What follows belongs to an exercise in optimizing a design on an open flow for small area; a production flow would make more cautious choices.
The RTL was checked by simulation tests, not by an equivalence proof against the original design.
Power is estimated from default activity; no workload was simulated.

==> flow/design.v <==
module adc128spiController (
input  wire        clk_40MHz,
input  wire [8:0]  pos,
output wire        spi_cs_n,
output wire        spi_sclk,
output wire        spi_din,
input  wire        spi_dout,
output wire [5:0]  shown
);
localparam integer LEN = 52;
assign spi_cs_n = (pos[7:0] == 8'd0);
assign spi_sclk = ~pos[3] & (pos[7:4] != 4'd0);
assign spi_din  = pos[8] & ~pos[7] & pos[6] & ~pos[5] & (pos[4] ^ pos[3]);
wire sample = (pos[3:0] == 4'd15) & (pos[7:6] != 2'd0);
wire first6 = ~pos[7] | ~(pos[6] | pos[5]);    
wire [3:0] ins;
assign ins[0] = sample & ~pos[8] &  first6;
assign ins[1] = sample & ~pos[8] & ~first6;
assign ins[2] = sample &  pos[8] &  first6;
assign ins[3] = sample &  pos[8] & ~first6;
reg [LEN-1:0] loop;
wire [LEN-1:0] prev = {loop[LEN-2:0], loop[LEN-1]};
always @(posedge clk_40MHz) begin
	loop    <= prev;
	loop[12] <= ins[0] ? spi_dout : prev[12];
	loop[3]  <= ins[1] ? spi_dout : prev[3];
	loop[6]  <= ins[2] ? spi_dout : prev[6];
	loop[49] <= ins[3] ? spi_dout : prev[49];
end
assign shown = {loop[0], loop[36], loop[20], loop[4], loop[40], loop[24]};
endmodule
module pcm1802Slave (
input  wire        clk_40MHz,
input  wire [8:0]  pos,
output wire        bck,
output wire        lrck,
output wire        scki,
input  wire        dout,
output wire [5:0]  left_g01,
output wire [5:0]  left_g2,
output wire [5:0]  left_g3,
output wire [5:0]  right_g02,
output wire [5:0]  right_g13
);
localparam integer LLEN = 29;
localparam integer RLEN = 25;
assign scki = pos[0];
assign bck  = pos[2];
assign lrck = pos[8] ^ (&pos[7:2]);    
wire sample = (pos[2:0] == 3'd3) & ~(pos[7] & pos[6]);
wire g0 = ~pos[7] & ~pos[6] & ~(pos[5] & pos[4]);
wire g3 = pos[7] & ~(~pos[6] & ~pos[5] & ~pos[4]);
wire lsample = sample & ~pos[8];
wire rsample = sample &  pos[8];
reg [LLEN-1:0] lloop;
reg [RLEN-1:0] rloop;
wire [LLEN-1:0] lprev = {lloop[LLEN-2:0], lloop[LLEN-1]};
wire [RLEN-1:0] rprev = {rloop[RLEN-2:0], rloop[RLEN-1]};
always @(posedge clk_40MHz) begin
	lloop     <= lprev;
	lloop[0]  <= (lsample &  g0) ? dout : lprev[0];
	lloop[18] <= (lsample & ~g0) ? dout : lprev[18];
	rloop     <= rprev;
	rloop[0]  <= (rsample &  g0) ? dout : rprev[0];
	rloop[19] <= (rsample & ~g0 & ~g3) ? dout : rprev[19];
	rloop[13] <= (rsample &  g3) ? dout : rprev[13];
end
assign left_g01  = {lloop[24], lloop[16], lloop[8],  lloop[0],  lloop[21], lloop[13]};
assign left_g2   = {lloop[6],  lloop[27], lloop[19], lloop[11], lloop[3],  lloop[24]};
assign left_g3   = {lloop[17], lloop[9],  lloop[1],  lloop[22], lloop[14], lloop[6]};
assign right_g02 = {rloop[19], rloop[11], rloop[3],  rloop[20], rloop[12], rloop[4]};
assign right_g13 = {rloop[16], rloop[8],  rloop[0],  rloop[17], rloop[9],  rloop[1]};
endmodule
module dataGenerator (
	input nReset,
	input clock,
	input [8:0] pos,          
	input frame1,             
	input frame2,             
	input [9:0] adc_databus,
	input testModeFlag,
	input seqLoad,           
	input [5:0] adc_shown,         
	input [5:0] pcm_left_g01,
	input [5:0] pcm_left_g2,
	input [5:0] pcm_left_g3,
	input [5:0] pcm_right_g02,
	input [5:0] pcm_right_g13,
	output [15:0] dataOut
);
reg [9:0] adcData;
reg [9:0] testData;
reg [47:0] sequenceCount;
reg [5:0] top_6_bits;
localparam [191:0] SYNC_PATTERN = 192'hDDDF20251015DDDF20251015DDDF20251016FEDCBA987654;
assign dataOut[15:10] = top_6_bits;
wire adc_valid = frame1 | (pos != 9'd0);
assign dataOut[9:0] = testModeFlag ? testData : (adcData & {10{adc_valid}});
genvar b;
wire        in_sync = ~(pos[8] | pos[7] | pos[6] | pos[5]);                 
wire        in_aud  = ~(pos[8] | pos[7] | pos[6]) & pos[5] & ~pos[4];        
wire        in_seq  = pos[8] | pos[7] | pos[6] | (pos[5] & pos[4]);         
reg [5:0] sync_field;
always @(*) begin
	case (pos[4:0])
		5'd0: sync_field = SYNC_PATTERN[5:0];
		5'd1: sync_field = SYNC_PATTERN[11:6];
		5'd2: sync_field = SYNC_PATTERN[17:12];
		5'd3: sync_field = SYNC_PATTERN[23:18];
		5'd4: sync_field = SYNC_PATTERN[29:24];
		5'd5: sync_field = SYNC_PATTERN[35:30];
		5'd6: sync_field = SYNC_PATTERN[41:36];
		5'd7: sync_field = SYNC_PATTERN[47:42];
		5'd8: sync_field = SYNC_PATTERN[53:48];
		5'd9: sync_field = SYNC_PATTERN[59:54];
		5'd10: sync_field = SYNC_PATTERN[65:60];
		5'd11: sync_field = SYNC_PATTERN[71:66];
		5'd12: sync_field = SYNC_PATTERN[77:72];
		5'd13: sync_field = SYNC_PATTERN[83:78];
		5'd14: sync_field = SYNC_PATTERN[89:84];
		5'd15: sync_field = SYNC_PATTERN[95:90];
		5'd16: sync_field = SYNC_PATTERN[101:96];
		5'd17: sync_field = SYNC_PATTERN[107:102];
		5'd18: sync_field = SYNC_PATTERN[113:108];
		5'd19: sync_field = SYNC_PATTERN[119:114];
		5'd20: sync_field = SYNC_PATTERN[125:120];
		5'd21: sync_field = SYNC_PATTERN[131:126];
		5'd22: sync_field = SYNC_PATTERN[137:132];
		5'd23: sync_field = SYNC_PATTERN[143:138];
		5'd24: sync_field = SYNC_PATTERN[149:144];
		5'd25: sync_field = SYNC_PATTERN[155:150];
		5'd26: sync_field = SYNC_PATTERN[161:156];
		5'd27: sync_field = SYNC_PATTERN[167:162];
		5'd28: sync_field = SYNC_PATTERN[173:168];
		5'd29: sync_field = SYNC_PATTERN[179:174];
		5'd30: sync_field = SYNC_PATTERN[185:180];
		5'd31: sync_field = SYNC_PATTERN[191:186];
	endcase
end
wire [7:0]  seq_sel;
wire [15:0] aud_sel;
generate
	for (b = 0; b < 8; b = b + 1) begin : seq_sels
		assign seq_sel[b] = in_seq & (pos[2:0] == b);
	end
	for (b = 0; b < 16; b = b + 1) begin : aud_sels
		assign aud_sel[b] = in_aud & (pos[3:0] == b);
	end
endgenerate
wire adc_on = frame2;
wire pl_on  = frame2;
wire pr_on  = frame1;
wire [5:0] field =
	({6{in_sync}} & sync_field) |
	({6{seq_sel[0]}} & sequenceCount[5:0]) |
	({6{seq_sel[1]}} & sequenceCount[11:6]) |
	({6{seq_sel[2]}} & sequenceCount[17:12]) |
	({6{seq_sel[3]}} & sequenceCount[23:18]) |
	({6{seq_sel[4]}} & sequenceCount[29:24]) |
	({6{seq_sel[5]}} & sequenceCount[35:30]) |
	({6{seq_sel[6]}} & sequenceCount[41:36]) |
	({6{seq_sel[7]}} & sequenceCount[47:42]) |
	({6{(aud_sel[0] | aud_sel[1] | aud_sel[2] | aud_sel[3]) & adc_on}} & adc_shown) |
	({6{(aud_sel[6] | aud_sel[7]) & pl_on}} & pcm_left_g01) |
	({6{aud_sel[8] & pl_on}} & pcm_left_g2) |
	({6{aud_sel[9] & pl_on}} & pcm_left_g3) |
	({6{(aud_sel[10] | aud_sel[12]) & pr_on}} & pcm_right_g02) |
	({6{(aud_sel[11] | aud_sel[13]) & pr_on}} & pcm_right_g13);
wire        seq_inc = in_seq & (pos[2:0] == 3'd7);
wire [48:0] seq_carry;
wire [10:0] test_carry;
assign seq_carry[0]  = seq_inc;
assign test_carry[0] = 1'b1;
generate
	for (b = 0; b < 48; b = b + 1) begin : seq_add
		assign seq_carry[b+1] = seq_carry[b] & sequenceCount[b];
	end
	for (b = 0; b < 10; b = b + 1) begin : test_add
		assign test_carry[b+1] = test_carry[b] & testData[b];
	end
endgenerate
always @(posedge clock)
	adcData <= adc_databus;
always @ (posedge clock, negedge nReset) begin
	if (!nReset) begin
		testData <= 10'd0;
		sequenceCount <= 48'd0;
		top_6_bits <= 6'd0;
	end else begin
		if (testData == 10'd1020)
			testData <= 10'd0;
		else
			testData <= testData ^ test_carry[9:0];
		top_6_bits <= field;
		if (seqLoad)
			sequenceCount <= {sequenceCount[37:0], adc_databus};
		else
			sequenceCount <= sequenceCount ^ seq_carry[47:0];
	end
end
endmodule
module ddCapture (
	input         clk,           
	input         nReset,        
	input  [9:0]  adc_databus,   
	input         testMode,      
	input         seqLoad,       
	input         adc128_sdat,   
	input         pcm_dout,      
	output [15:0] dataOut,       
	output        adc128_cs_n,
	output        adc128_sclk,
	output        adc128_din,
	output        pcm_bck,
	output        pcm_lrck,
	output        pcm_scki
);
reg [8:0] pos;
reg       frame1, frame2;
wire [9:0] pos_carry;
assign pos_carry[0] = 1'b1;
genvar i;
generate for (i = 0; i < 9; i = i + 1) begin : pos_inc
	assign pos_carry[i+1] = pos_carry[i] & pos[i];
end endgenerate
wire [8:0] pos_next = pos ^ pos_carry[8:0];
always @(posedge clk or negedge nReset) begin
	if (!nReset) begin
		pos    <= 9'd0;
		frame1 <= 1'b0;
		frame2 <= 1'b0;
	end else begin
		pos <= pos_next;
		if (pos == 9'd511) begin
			frame1 <= 1'b1;
			frame2 <= frame1;
		end
	end
end
wire [5:0]  adc_shown;
wire [5:0]  pcm_left_g01, pcm_left_g2, pcm_left_g3, pcm_right_g02, pcm_right_g13;
adc128spiController audioController0 (
	.clk_40MHz(clk),
	.pos(pos),
	.spi_dout(adc128_sdat),
	.spi_cs_n(adc128_cs_n),
	.spi_sclk(adc128_sclk),
	.spi_din(adc128_din),
	.shown(adc_shown)
);
pcm1802Slave pcm1802_0 (
	.clk_40MHz(clk),
	.pos(pos),
	.bck(pcm_bck),
	.lrck(pcm_lrck),
	.scki(pcm_scki),
	.dout(pcm_dout),
	.left_g01(pcm_left_g01),
	.left_g2(pcm_left_g2),
	.left_g3(pcm_left_g3),
	.right_g02(pcm_right_g02),
	.right_g13(pcm_right_g13)
);
dataGenerator dataGenerator0 (
	.nReset(nReset),
	.clock(clk),
	.pos(pos),
	.frame1(frame1),
	.frame2(frame2),
	.adc_databus(adc_databus),
	.testModeFlag(testMode),
	.seqLoad(seqLoad),
	.adc_shown(adc_shown),
	.pcm_left_g01(pcm_left_g01),
	.pcm_left_g2(pcm_left_g2),
	.pcm_left_g3(pcm_left_g3),
	.pcm_right_g02(pcm_right_g02),
	.pcm_right_g13(pcm_right_g13),
	.dataOut(dataOut)
);
endmodule
clock: 25.0 ns
lec_check: 0
cap_margin: 20
core_margin: 2
core_utilization: 40
slew_margin: 20
standard.sh (not shown) runs the stock make flow with config.mk's settings and CLKGATE_MAP_FILE= SYNTH_SCRIPT=/design/flow/synth_recipe.tcl, a recipe that flattens the netlist after the stock synthesis.
==> flow/flow/run.sh <==
#!/bin/bash
# Own layout flow: the standard flow (standard.sh), with two changes to how
# the layout is made:
#  - clock tree: larger sink clusters and no dummy loads (CTS_ARGS)
#  - port buffers: the smallest buffer cell (BUFFER_PORTS_ARGS)
# Everything else (synthesis, floorplan, power grid, taps, placement, routing,
# finish) is the standard flow unchanged. Full tool logs stay under orfs/logs/;
# the make output goes to flow_make.log in the work folder.
set -euo pipefail
export CTS_ARGS="-sink_clustering_enable -repair_clock_nets -dont_use_dummy_load -buf_list sky130_fd_sc_hd__clkbuf_8"
export BUFFER_PORTS_ARGS="-buffer_cell sky130_fd_sc_hd__buf_1"
bash standard.sh > flow_make.log 2>&1
Edit:
--- a/flow/design.v
+++ b/flow/design.v
@@ -93,10 +93,9 @@
 reg [47:0] sequenceCount;
 reg [5:0] top_6_bits;
 localparam [191:0] SYNC_PATTERN = 192'hDDDF20251015DDDF20251015DDDF20251016FEDCBA987654;
 assign dataOut[15:10] = top_6_bits;
-wire adc_valid = frame1 | (pos != 9'd0);
-assign dataOut[9:0] = testModeFlag ? testData : (adcData & {10{adc_valid}});
+assign dataOut[9:0] = testModeFlag ? testData : adcData;
 genvar b;
 wire        in_sync = ~(pos[8] | pos[7] | pos[6] | pos[5]);                 
 wire        in_aud  = ~(pos[8] | pos[7] | pos[6]) & pos[5] & ~pos[4];        
 wire        in_seq  = pos[8] | pos[7] | pos[6] | (pos[5] & pos[4]);         
@@ -178,16 +177,16 @@
 	for (b = 0; b < 10; b = b + 1) begin : test_add
 		assign test_carry[b+1] = test_carry[b] & testData[b];
 	end
 endgenerate
-always @(posedge clock)
-	adcData <= adc_databus;
 always @ (posedge clock, negedge nReset) begin
 	if (!nReset) begin
+		adcData <= 10'd0;
 		testData <= 10'd0;
 		sequenceCount <= 48'd0;
 		top_6_bits <= 6'd0;
 	end else begin
+		adcData <= adc_databus;
 		if (testData == 10'd1020)
 			testData <= 10'd0;
 		else
 			testData <= testData ^ test_carry[9:0];
Outcome: The new run finished with timing, DRC and antenna clean; clock-buffer cell count does not change; utilization hardly moves; sequential share of layout area grows by 0.41 points; total power stays flat; sequential power is about the same; design area is higher by about 0.44%; first-iteration DRC count drops by about 34%; combinational power came out lower by about 1%.

========
trial 28:
RTL: the design.v shown in full above, as it stands there.
export LEC_CHECK = 0
export CAP_MARGIN = 20
export CORE_MARGIN = 2
export CORE_UTILIZATION = 40
export SLEW_MARGIN = 20
create_clock -name core_clock -period 25.0 [get_ports {clk}]
==> flow/flow/run.sh <==
#!/bin/bash
# Own layout flow: the standard flow (standard.sh) with three changes to
# how the layout is made; the floorplan, power grid, taps, placement, routing
# and finish are the standard flow's, unchanged.
#  - synthesis: synth_recipe.tcl unchanged, except that the final ABC mapping
#    uses flow/abc_area.script (area-oriented mapping) instead of ORFS's speed
#    script. Registers are mapped by the same steps, so they keep their names
#    and cell types.
#  - clock tree: no dummy loads, clkbuf_8 buffers (CTS_ARGS)
#  - port buffers: the smallest buffer cell (BUFFER_PORTS_ARGS)
# Tool logs stay under orfs/logs/; make's output goes to flow_make.log.
set -euo pipefail
here=$(pwd)
export CTS_ARGS="-sink_clustering_enable -repair_clock_nets -dont_use_dummy_load -buf_list sky130_fd_sc_hd__clkbuf_8"
export BUFFER_PORTS_ARGS="-buffer_cell sky130_fd_sc_hd__buf_1"
{
  echo "proc abc {args} { set i [lsearch -exact \$args -script]; if {\$i >= 0} { lset args [expr {\$i + 1}] $here/flow/abc_area.script }; yosys abc {*}\$args }"
  cat synth_recipe.tcl
} > flow_synth.tcl
grep -q "SYNTH_SCRIPT=$here/synth_recipe.tcl" standard.sh
sed "s#SYNTH_SCRIPT=$here/synth_recipe.tcl#SYNTH_SCRIPT=$here/flow_synth.tcl#" standard.sh > flow_standard.sh
bash flow_standard.sh > flow_make.log 2>&1
==> flow/flow/abc_area.script <==
strash
&get -n
&st
&synch2
&nf
&put
strash
dc2
dch -f
amap -E 0.5
topo
stime -c
Trial 28: no failed stages, no open violations at the end
For trial 37, these inputs were changed with respect to trial 28:
--- a/flow/design.v
+++ b/flow/design.v
@@ -73,5 +73,4 @@
 endmodule
 module dataGenerator (
-	input nReset,
 	input clock,
 	input [8:0] pos,          
@@ -94,7 +93,7 @@
 reg [5:0] top_6_bits;
 localparam [191:0] SYNC_PATTERN = 192'hDDDF20251015DDDF20251015DDDF20251016FEDCBA987654;
-assign dataOut[15:10] = top_6_bits;
-wire adc_valid = frame1 | (pos != 9'd0);
-assign dataOut[9:0] = testModeFlag ? testData : (adcData & {10{adc_valid}});
+wire started = frame1 | (pos != 9'd0);
+assign dataOut[15:10] = top_6_bits & {6{started}};
+assign dataOut[9:0] = (testModeFlag ? testData : adcData) & {10{started}};
 genvar b;
 wire        in_sync = ~(pos[8] | pos[7] | pos[6] | pos[5]);                 
@@ -180,22 +179,16 @@
 	end
 endgenerate
-always @(posedge clock)
+wire [47:0] seq_sum = sequenceCount ^ seq_carry[47:0];
+always @(posedge clock) begin
 	adcData <= adc_databus;
-always @ (posedge clock, negedge nReset) begin
-	if (!nReset) begin
+	top_6_bits <= field;
+	if (!started)
+		testData <= 10'd1;
+	else if (&testData[9:2])    
 		testData <= 10'd0;
-		sequenceCount <= 48'd0;
-		top_6_bits <= 6'd0;
-	end else begin
-		if (testData == 10'd1020)
-			testData <= 10'd0;
-		else
-			testData <= testData ^ test_carry[9:0];
-		top_6_bits <= field;
-		if (seqLoad)
-			sequenceCount <= {sequenceCount[37:0], adc_databus};
-		else
-			sequenceCount <= sequenceCount ^ seq_carry[47:0];
-	end
+	else
+		testData <= testData ^ test_carry[9:0];
+	sequenceCount <= seqLoad ? {sequenceCount[37:0] & {38{started}}, adc_databus}
+	                         : seq_sum & {48{started}};
 end
 endmodule
@@ -263,5 +256,4 @@
 );
 dataGenerator dataGenerator0 (
-	.nReset(nReset),
 	.clock(clk),
 	.pos(pos),
--- outcome ---
Non-clock buffer contribution to total cell area: trial 37 vs trial 28, no meaningful difference
NOTE filler cell count trial 28->trial 37 increased slightly
Min total power draw across trial 28 and trial 37: trial 37
Between trial 28 and trial 37, the post-layout worst setup margin is lower for trial 28.
Trial 37 vs trial 28: met3 track demand over resource in global routing down in trial 37
Summary: with trial 28 as the reference, fmax in trial 37 moved up slightly.
The final setup skew in trial 37 was higher than what trial 28 gave.
In the metrics for trial 28 and trial 37, the one carrying the lower area of the multi-input gates is trial 28.
Met2 capacity usage during global routing delta for trial 37 relative to trial 28: 1.1 points higher
Trial 37 vs trial 28: synthesized cell area down
In terms of clock transition at the registers of the reported paths, trial 37 and trial 28 differ only marginally.

-- separate check: timing with driven ports --
In the flow no input, the clock included, has a driving cell. The finished layouts below were timed again as built, in two steps. Step 1 sets driving cells, clkbuf_16 on the clock port and buf_2 on the other inputs (assumed; they add their load-dependent delay and slew). Step 2 moves the port delays by t, midway between the first and last clock arrival at a register: inputs arrive t later, outputs are due t later. That takes back most of the time a late clock gives input paths. a / b / c = ideal / step 1 / step 2; a / b = the first two.
run	t (ns)	setup WS [ns]	hold WS [ns]	pins driven straight from the clock port
the first run of note 1	0.498	13.901 / 13.901 / 13.901	0.303 / 0.303 / 0.303	1
the second run of note 1	0.477	13.945 / 13.945 / 13.945	0.273 / 0.273 / 0.273	1
trial 28	0.478	13.792 / 13.770 / 13.770	0.292 / 0.292 / 0.292	1
trial 37	0.482	13.860 / 13.837 / 13.837	0.320 / 0.320 / 0.320	1
After both steps every run listed still meets setup and hold. For trial 37, which loses most, drivers alone change the setup slack by -0.023 ns; drivers and shift together by -0.023 ns.
